Source: an optimization exercise on an open RTL-to-GDS flow (aim: small area, a short achievable clock period and few clock cycles per item). Production flows keep margins and buffers that such runs may drop. At most, simulation tests tie the RTL to the original design; equivalence was not proved. Power figures rest on the tool's default switching activity, not on a simulated workload.

run G:
==> flow/design.v <==
module fp(out,done,a,b,start,clk,rst);
input wire [9:0]a,b;
input wire start;
input wire clk,rst;
output wire [9:0]out;
output reg done;
wire [8:0] lt_b = ~a[8:0] & b[8:0];
wire [8:0] eq_b = ~(a[8:0] ^ b[8:0]);
wire lt87 = lt_b[8] | (eq_b[8] & lt_b[7]);  wire eq87 = eq_b[8] & eq_b[7];
wire lt65 = lt_b[6] | (eq_b[6] & lt_b[5]);  wire eq65 = eq_b[6] & eq_b[5];
wire lt43 = lt_b[4] | (eq_b[4] & lt_b[3]);  wire eq43 = eq_b[4] & eq_b[3];
wire lt21 = lt_b[2] | (eq_b[2] & lt_b[1]);  wire eq21 = eq_b[2] & eq_b[1];
wire lt85 = lt87 | (eq87 & lt65);           wire eq85 = eq87 & eq65;
wire lt41 = lt43 | (eq43 & lt21);           wire eq41 = eq43 & eq21;
wire lt40 = lt41 | (eq41 & lt_b[0]);        wire eq40 = eq41 & eq_b[0];
wire a_lt_b = lt85 | (eq85 & lt40);
wire a_eq_b = eq85 & eq40;
wire [3:0] ea = a[8:5], eb = b[8:5];
wire [3:0] bo_ab, bo_ba;    
assign bo_ab[0] = 1'b0;
assign bo_ab[1] = ~ea[0] & eb[0];
assign bo_ab[2] = (~ea[1] & eb[1]) | (eq_b[6] & bo_ab[1]);
assign bo_ab[3] = (~ea[2] & eb[2]) | (eq_b[7] & (~ea[1] & eb[1])) | (eq_b[7] & eq_b[6] & bo_ab[1]);
assign bo_ba[0] = 1'b0;
assign bo_ba[1] = ~eb[0] & ea[0];
assign bo_ba[2] = (~eb[1] & ea[1]) | (eq_b[6] & bo_ba[1]);
assign bo_ba[3] = (~eb[2] & ea[2]) | (eq_b[7] & (~eb[1] & ea[1])) | (eq_b[7] & eq_b[6] & bo_ba[1]);
wire [3:0] dab = ~eq_b[8:5] ^ bo_ab;
wire [3:0] dba = ~eq_b[8:5] ^ bo_ba;
wire [5:0] ma = {1'b1, a[4:0]};
wire [5:0] mb = {1'b1, b[4:0]};
wire sub = a[9] ^ b[9];
wire [5:0] mx = a_lt_b ? mb : ma;
wire [3:0] d = lt85 ? dba : dab;
wire [5:0] my = ((a_lt_b ? ma : mb) >> d) ^ {6{sub}};
wire [9:0] x = a_lt_b ? b : a;
reg [5:0] r_p, r_g;
reg [3:0] r_e;
reg r_s, r_sub, r_zero;
always @(posedge clk) begin
  r_p <= mx ^ my;
  r_g <= mx & my;
  r_e <= x[8:5];
  r_s <= x[9];
  r_sub <= sub;
  r_zero <= sub & a_eq_b;
  if (rst) done <= 1'b0;
  else done <= start;
end
wire [5:0] g = r_g, p = r_p;
wire cin = r_sub;
wire g10 = g[1] | (p[1] & g[0]);           wire p10 = p[1] & p[0];
wire g32 = g[3] | (p[3] & g[2]);           wire p32 = p[3] & p[2];
wire g54 = g[5] | (p[5] & g[4]);           wire p54 = p[5] & p[4];
wire g0c = g[0] | (p[0] & cin);
wire c0 = cin;
wire c1 = g0c;
wire c2 = g10 | (p10 & cin);
wire c3 = g[2] | (p[2] & c2);
wire g30 = g32 | (p32 & g10);              wire p30 = p32 & p10;
wire c4 = g30 | (p30 & cin);
wire c5 = g[4] | (p[4] & c4);
wire c6 = g54 | (p54 & c4);
wire [6:0] mag = {c6 & ~r_sub, p ^ {c5, c4, c3, c2, c1, c0}};
wire h6 = mag[6];
wire h5 = ~mag[6] & mag[5];
wire h4 = ~mag[6] & ~mag[5] & mag[4];
wire h3 = ~|mag[6:4] & mag[3];
wire h2 = ~|mag[6:3] & mag[2];
wire h1 = ~|mag[6:2] & mag[1];
wire h0 = ~|mag[6:1];
wire [3:0] ep1 = r_e + 4'd1;
wire [3:0] em1 = r_e - 4'd1;
wire [3:0] em2 = r_e - 4'd2;
wire [3:0] em3 = r_e - 4'd3;
wire [3:0] em4 = r_e - 4'd4;
wire [3:0] em5 = r_e - 4'd5;
wire [4:0] m = ({5{h6}} & mag[5:1])
             | ({5{h5}} & mag[4:0])
             | ({5{h4}} & {mag[3:0], 1'b0})
             | ({5{h3}} & {mag[2:0], 2'b0})
             | ({5{h2}} & {mag[1:0], 3'b0})
             | ({5{h1}} & {mag[0], 4'b0});
wire [3:0] e = ({4{h6}} & ep1) | ({4{h5}} & r_e) | ({4{h4}} & em1)
             | ({4{h3}} & em2) | ({4{h2}} & em3) | ({4{h1}} & em4)
             | ({4{h0}} & em5);
assign out = r_zero ? 10'd0 : {r_s, e, m};
endmodule
export LEC_CHECK = 0
export CAP_MARGIN = 20
export CORE_MARGIN = 2
export CORE_UTILIZATION = 40
export SLEW_MARGIN = 20
export BUFFER_PORTS_ARGS = -buffer_cell sky130_fd_sc_hd__buf_2
create_clock -name core_clock -period 8.0 [get_ports {clk}]
standard.sh (not shown) runs the stock make flow with config.mk's settings and CLKGATE_MAP_FILE= SYNTH_SCRIPT=/design/flow/synth_recipe.tcl, a recipe that flattens the netlist after the stock synthesis.
==> flow/flow/run.sh <==
#!/bin/bash
# The standard layout (the standard.sh: ORFS synthesis to finish,
# unchanged), with extra ORFS settings from flow/extra.mk appended to
# config.mk: the port buffers are made as a sized buffer cell instead of
# the cell buffer_ports picks by default, and repair may aim at a setup
# margin.  The tool output goes to standard.log.
cat flow/extra.mk >> config.mk
bash standard.sh > standard.log 2>&1
==> flow/flow/extra.mk <==
export BUFFER_PORTS_ARGS = -buffer_cell sky130_fd_sc_hd__buf_2
Run G went all the way through synthesis, placement and routing and the layout is clean on timing, DRC and antenna.
The following lists how run X was set up differently from run G:
Settings: ABC_AREA now 1, previously not set.
Results
No stage failed in run X, and the final checks on the layout all came back clean.
Looking at post-route minimum period, run X sits below run G.
Between run G and run X, the flow reports via count increasing by more than 10%.
Run comparison: run G worst-path cell with the longest stage delay xor2_1; run X worst-path cell with the longest stage delay dfxtp_1
Setup slack: run X more than run G
Run G has a lower critical path depth than run X.
No run of this note included a check of the RTL's function; only the layout flow was run.

========
Another version of the RTL of fp (not shown whole).
Size in the first run: roughly 300 cells after synthesis, about 13 flip-flops, roughly 34 I/O pins, roughly 1800 µm² of cells after synthesis.
==> flow/design.v (excerpt) <==
module fp(out,done,a,b,start,clk,rst);
input wire [9:0]a,b;
input wire start;
input wire clk,rst;
output wire [9:0]out;
output reg done;
wire [8:0] lt_b = ~a[8:0] & b[8:0];
wire [8:0] eq_b = ~(a[8:0] ^ b[8:0]);
wire lt87 = lt_b[8] | (eq_b[8] & lt_b[7]);  wire eq87 = eq_b[8] & eq_b[7];
wire lt65 = lt_b[6] | (eq_b[6] & lt_b[5]);  wire eq65 = eq_b[6] & eq_b[5];
wire lt43 = lt_b[4] | (eq_b[4] & lt_b[3]);  wire eq43 = eq_b[4] & eq_b[3];
wire lt21 = lt_b[2] | (eq_b[2] & lt_b[1]);  wire eq21 = eq_b[2] & eq_b[1];
wire lt85 = lt87 | (eq87 & lt65);           wire eq85 = eq87 & eq65;
wire lt41 = lt43 | (eq43 & lt21);           wire eq41 = eq43 & eq21;
wire lt40 = lt41 | (eq41 & lt_b[0]);        wire eq40 = eq41 & eq_b[0];
wire a_lt_b = lt85 | (eq85 & lt40);
wire a_eq_b = eq85 & eq40;
wire [3:0] ea = a[8:5], eb = b[8:5];
wire [3:0] bo_ab, bo_ba;    
assign bo_ab[0] = 1'b0;
assign bo_ab[1] = ~ea[0] & eb[0];
assign bo_ab[2] = (~ea[1] & eb[1]) | (eq_b[6] & bo_ab[1]);
assign bo_ab[3] = (~ea[2] & eb[2]) | (eq_b[7] & (~ea[1] & eb[1])) | (eq_b[7] & eq_b[6] & bo_ab[1]);
assign bo_ba[0] = 1'b0;
assign bo_ba[1] = ~eb[0] & ea[0];
assign bo_ba[2] = (~eb[1] & ea[1]) | (eq_b[6] & bo_ba[1]);
assign bo_ba[3] = (~eb[2] & ea[2]) | (eq_b[7] & (~eb[1] & ea[1])) | (eq_b[7] & eq_b[6] & bo_ba[1]);
wire [3:0] dab = ~eq_b[8:5] ^ bo_ab;
wire [3:0] dba = ~eq_b[8:5] ^ bo_ba;
  ...
Settings: LEC_CHECK=0, ABC_AREA=1, CAP_MARGIN=20, CORE_MARGIN=2, CORE_UTILIZATION=40, SLEW_MARGIN=20, BUFFER_PORTS_ARGS=-buffer_cell sky130_fd_sc_hd__buf_1; clock period 8.0 ns.
==> flow/flow/run.sh <==
#!/bin/bash
# The standard layout with two changes, each tool's output in its own log:
#  - synthesis is the standard flow's own script (synth_recipe.tcl) run without ORFS's
#    adder extraction (ADDER_MAP_FILE empty), so ABC maps the whole logic,
#    and, if flow/abc.script exists, with that ABC script in place of
#    ORFS's; registers, flattening and renaming are as in the standard run
#  - flow/extra.mk adds ORFS settings to config.mk (port buffer cell, ...)
# The rest is the standard.sh, unchanged.
set -e
cat flow/extra.mk >> config.mk
{ head -1 synth_recipe.tcl; cat flow/abc_swap.tcl; tail -n +2 synth_recipe.tcl; } > my_synth.tcl
if [ -f flow/abc.script ]; then export FLOW_ABC_SCRIPT=$PWD/flow/abc.script; fi
bash standard.sh ADDER_MAP_FILE= SYNTH_SCRIPT=$PWD/my_synth.tcl synth > synth.log 2>&1
bash standard.sh > standard.log 2>&1
==> flow/flow/abc.script <==
strash
balance
rewrite
refactor
balance
rewrite
rewrite -z
balance
refactor -z
rewrite -z
balance
balance
rewrite
refactor
balance
rewrite
rewrite -z
balance
refactor -z
rewrite -z
balance
balance
rewrite
refactor
balance
rewrite
rewrite -z
balance
refactor -z
rewrite -z
balance
dch -f
map -B 0.9
topo
stime -c
buffer -c
upsize -c
dnsize -c
==> flow/flow/abc_swap.tcl <==
# Map the combinational logic with the ABC script named by FLOW_ABC_SCRIPT
# instead of ORFS's; every other step of the synthesis is unchanged.
if {[info exists ::env(FLOW_ABC_SCRIPT)] && $::env(FLOW_ABC_SCRIPT) ne ""} {
  proc abc {args} {
    set i [lsearch -exact $args -script]
    if {$i >= 0} { set args [lreplace $args [expr {$i + 1}] [expr {$i + 1}] $::env(FLOW_ABC_SCRIPT)] }
    yosys abc {*}$args
  }
}
==> flow/flow/extra.mk <==
export BUFFER_PORTS_ARGS = -buffer_cell sky130_fd_sc_hd__buf_1
The starting point went through all stages and came out clean.
Testbench counts at the start, summed over its fixed seeds: cycles 24,000, items 24,000.
==> next run, changes <==
--- a/flow/flow/abc.script
+++ b/flow/flow/abc.script
@@ -1,12 +1,2 @@
 strash
-balance
-rewrite
-refactor
-balance
-rewrite
-rewrite -z
-balance
-refactor -z
-rewrite -z
-balance
 balance
==> flow/flow/extra.mk (replaced) <==
export BUFFER_PORTS_ARGS = -buffer_cell sky130_fd_sc_hd__buf_1
export SETUP_SLACK_MARGIN = 4.5
export SETUP_MOVE_SEQUENCE = sizeup,swap
- SETUP_MOVE_SEQUENCE: default -> sizeup,swap
- SETUP_SLACK_MARGIN: default -> 4.5
The new run completed without violations.
Critical path depth is lower by 4.
Die area is lower by about 2.7%.
Non-clock buffer count stays the same.
Routed wire length is higher by 9.4%.
Cell area is higher by 13%.
Worst hold slack is worse by 0.0071 ns.
Count of clock-buffer cells in the layout is unchanged.
Area after synthesis is lower by about 2.8%.
Total power is higher by 8.1%.
Sequential cell count is unchanged.
Sequential power is higher by about 5%.

========
fp, a different RTL version from the one above (not shown whole).
For scale: ~180 cells after synthesis, about 18 flip-flops, about 34 I/O pins, about 1500 um^2 of cells after synthesis.
==> flow/config.mk <==
export PLATFORM = sky130hd
export DESIGN_NAME = fp
export DESIGN_NICKNAME = fp
export VERILOG_FILES = /design/flow/design.v
export SDC_FILE = /design/flow/constraint.sdc
export NUM_CORES = 4
export LEC_CHECK = 0
export ABC_AREA = 1
export CAP_MARGIN = 20
export CORE_MARGIN = 2
export CORE_UTILIZATION = 40
export SLEW_MARGIN = 20
export BUFFER_PORTS_ARGS = -buffer_cell sky130_fd_sc_hd__buf_2
export SETUP_SLACK_MARGIN = 3.9
==> flow/constraint.sdc <==
create_clock -name core_clock -period 8.0 [get_ports {clk}]
set_input_delay 1.6000 -clock core_clock [delete_from_list [all_inputs] [get_ports {clk}]]
set_output_delay 1.6000 -clock core_clock [all_outputs]
set_load 0.01 [all_outputs]
==> flow/flow/abc.script <==
strash
&get -n
&dch -f
&nf -R 1000
&put
topo
stime -c
buffer -c
upsize -c
dnsize -c
==> flow/flow/extra.mk <==
export BUFFER_PORTS_ARGS = -buffer_cell sky130_fd_sc_hd__buf_2
export SETUP_SLACK_MARGIN = 3.9
Scripts as last shown in full above: flow/flow/run.sh, flow/flow/abc_swap.tcl
Testbench counts at the start, summed over its fixed seeds: cycles 24,000, items 24,000.
==> next run, changes <==
==> flow/flow/abc.script (replaced) <==
strash
balance
rewrite
refactor
balance
rewrite
rewrite -z
balance
refactor -z
rewrite -z
balance
dch -f
map -B 0.9
topo
stime -c
buffer -c
upsize -c
dnsize -c
==> flow/flow/extra.mk (replaced) <==
export BUFFER_PORTS_ARGS = -buffer_cell sky130_fd_sc_hd__buf_2
--- a/flow/config.mk
+++ b/flow/config.mk
@@ -14 +13,0 @@
-export SETUP_SLACK_MARGIN = 3.9
=> The changed run ran to the end with no violations; synthesized area grows by 17%; sequential share of layout area shrinks by 0.47 points; sequential power shrinks by 15%; cell area grows by 0.87%; wire length grows by 12%; total power shrinks by 28%; count of clock-buffer cells in the layout is unchanged; flip-flop and latch count stays the same; global-route usage shrinks by 0.69 points; combinational power shrinks by 36%; worst setup slack improved by 340 ps.
==> next run, changes <==
==> flow/flow/abc.script (replaced) <==
strash
dch
map -B 0.9
topo
stime -c
buffer -c
upsize -c
dnsize -c
strash
dch
map -B 0.9
topo
stime -c
buffer -c
upsize -c
dnsize -c
Outcome: Total power stays flat. Global-route usage came out higher by 0.43 points. Final cell count came out higher by 10%. Via count came out higher by 8.8%. Count of clock-buffer cells in the layout came out lower by 1. Worst setup slack is worse by 4.6 ps.
==> next run, changes <==
==> flow/flow/abc.script (replaced) <==
strash
&get -n
&dch -f
&nf -R 1000
&put
topo
stime -c
buffer -c
upsize -c
dnsize -c
Result:
- global-route usage shrinks by 0.87 points
- sequential share of layout area goes up by 3.5 points
- via count drops by 32%
==> next run, changes <==
==> flow/flow/abc.script (replaced) <==
strash
balance
rewrite
refactor
balance
rewrite
rewrite -z
balance
refactor -z
rewrite -z
balance
dch -f
map -B 0.9
topo
stime -c
buffer -c
upsize -c
dnsize -c
==> flow/flow/extra.mk (replaced) <==
export BUFFER_PORTS_ARGS = -buffer_cell sky130_fd_sc_hd__buf_2
export CTS_ARGS = -repair_clock_nets -buf_list sky130_fd_sc_hd__clkbuf_16 -root_buf sky130_fd_sc_hd__clkbuf_16
--- a/flow/config.mk
+++ b/flow/config.mk
@@ -13,0 +14 @@
+export CTS_ARGS = -repair_clock_nets -buf_list sky130_fd_sc_hd__clkbuf_16 -root_buf sky130_fd_sc_hd__clkbuf_16
Synthesized cell count grows by 61%.
Clock power grows by 38%.
Via count grows by 37%.
Design area grows by 16%.
Hold slack stays flat.

========
fp with an RTL version that a note above also has.
Size in the first run: about 300 cells after synthesis, ~13 flip-flops, about 34 I/O pins, ~1700 um2 of cells after synthesis.
==> flow/config.mk <==
export PLATFORM = sky130hd
export DESIGN_NAME = fp
export DESIGN_NICKNAME = fp
export VERILOG_FILES = /design/flow/design.v
export SDC_FILE = /design/flow/constraint.sdc
export NUM_CORES = 4
export LEC_CHECK = 0
export ABC_AREA = 1
export CAP_MARGIN = 20
export CORE_MARGIN = 2
export CORE_UTILIZATION = 40
export SLEW_MARGIN = 20
export BUFFER_PORTS_ARGS = -buffer_cell sky130_fd_sc_hd__buf_2
==> flow/constraint.sdc <==
create_clock -name core_clock -period 8.0 [get_ports {clk}]
set_input_delay 1.6000 -clock core_clock [delete_from_list [all_inputs] [get_ports {clk}]]
set_output_delay 1.6000 -clock core_clock [all_outputs]
set_load 0.01 [all_outputs]
==> flow/flow/abc.script <==
strash
balance
rewrite
refactor
balance
rewrite
rewrite -z
balance
refactor -z
rewrite -z
balance
balance
rewrite
refactor
balance
rewrite
rewrite -z
balance
refactor -z
rewrite -z
balance
dch -f
map -B 0.9
topo
stime -c
buffer -c
upsize -c
dnsize -c
==> flow/flow/extra.mk <==
export BUFFER_PORTS_ARGS = -buffer_cell sky130_fd_sc_hd__buf_2
Scripts as last shown in full above: flow/flow/run.sh, flow/flow/abc_swap.tcl
Testbench counts at the start, summed over its fixed seeds: cycles 24,000, items 24,000.
Then changed:
==> flow/flow/extra.mk (replaced) <==
export BUFFER_PORTS_ARGS = -buffer_cell sky130_fd_sc_hd__buf_1
Settings changed: BUFFER_PORTS_ARGS -buffer_cell sky130_fd_sc_hd__buf_2 to -buffer_cell sky130_fd_sc_hd__buf_1, CORE_UTILIZATION 40 to 70, PLACE_DENSITY from default to 0.8.
The changed run went through all stages and came out clean.
Fmax fell by 1.8%.
Power fell by 4.7%.
Sequential share of layout area rose by 0.61 points.
Flip-flop and latch count stays the same.
Worst setup slack got worse by 67 ps.
Sequential power stays flat.
Clock-buffer cell count stays the same.
Die area fell by about 40%.
Then changed:
==> flow/flow/extra.mk (replaced) <==
export BUFFER_PORTS_ARGS = -buffer_cell sky130_fd_sc_hd__buf_2
Settings changed: BUFFER_PORTS_ARGS -buffer_cell sky130_fd_sc_hd__buf_1 to -buffer_cell sky130_fd_sc_hd__buf_2, CORE_UTILIZATION 70 to 40, CTS_BUF_LIST from default to sky130_fd_sc_hd__clkbuf_2, PLACE_DENSITY 0.8 to default.
The new run ran to the end with no violations.
Die area climbs by 69%.
Setup slack improved by 27 ps.
Combinational power rose by about 2%.
Maximum frequency rises by 0.72%.
Routed wire length increases by 0.57%.
Clock power drops by 20%.

-- afterwards: timing with drivers on the ports --
Ports are ideal in the flow. The routed layouts listed here were re-timed in OpenROAD.
Step 1 (the two cells are an assumption about what drives the block):
set clk [get_ports {clk}]
set_driving_cell -lib_cell sky130_fd_sc_hd__clkbuf_16 $clk
set_driving_cell -lib_cell sky130_fd_sc_hd__buf_2 [delete_from_list [all_inputs] $clk]
Step 2 also shifts input and output timing later by t, the mid clock arrival at the registers, as if the neighbouring blocks saw the same clock.
Three values: ideal ports, drivers, drivers and shift; two values: the first two.
run | shift t [ns] | slack for setup (ns) | hold WS [ns] | worst setup path at the end | clock arrival spread, ns
run G | 0.272 | 3.310 / 3.286 / 3.254 | 1.490 / 1.487 / 1.759 | input to register | 0.006 / 0.006
run X | 0.275 | 3.992 / 3.967 / 4.242 | 1.498 / 1.495 / 1.770 | register to output | 0.007 / 0.007
the first run of note 2 | 0.255 | 4.332 / 4.331 / 4.076 | 1.517 / 1.520 / 1.775 | input to register | 0.002 / 0.001
the second run of note 2 | 0.259 | 4.444 / 4.435 / 4.176 | 1.510 / 1.509 / 1.768 | input to register | 0.002 / 0.002
the first run of note 3 | 0.262 | 3.771 / 3.753 / 3.818 | 1.503 / 1.515 / 1.777 | input to register | 0.004 / 0.004
the second run of note 3 | 0.264 | 4.110 / 4.089 / 4.353 | 1.499 / 1.500 / 1.764 | register to output | 0.002 / 0.001
the third run of note 3 | 0.263 | 4.106 / 4.082 / 4.345 | 1.504 / 1.502 / 1.765 | register to output | 0.000 / 0.000
the fourth run of note 3 | 0.262 | 3.274 / 3.256 / 3.518 | 1.503 / 1.515 / 1.777 | register to output | 0.004 / 0.004
the fifth run of note 3 | 0.271 | 4.111 / 4.084 / 4.355 | 1.501 / 1.496 / 1.767 | register to output | 0.002 / 0.002
the first run of note 4 | 0.254 | 4.369 / 4.348 / 4.127 | 1.518 / 1.517 / 1.770 | input to register | 0.003 / 0.003
the second run of note 4 | 0.291 | 4.303 / 4.281 / 4.091 | 1.474 / 1.479 / 1.770 | input to register | 0.002 / 0.002
the third run of note 4 | 0.267 | 4.329 / 4.310 / 4.140 | 1.491 / 1.492 / 1.759 | input to register | 0.002 / 0.002
After both steps every run listed still meets setup and hold. For the second run of note 2, which loses most, drivers alone change the setup slack by -0.009 ns; drivers and shift together by -0.268 ns.
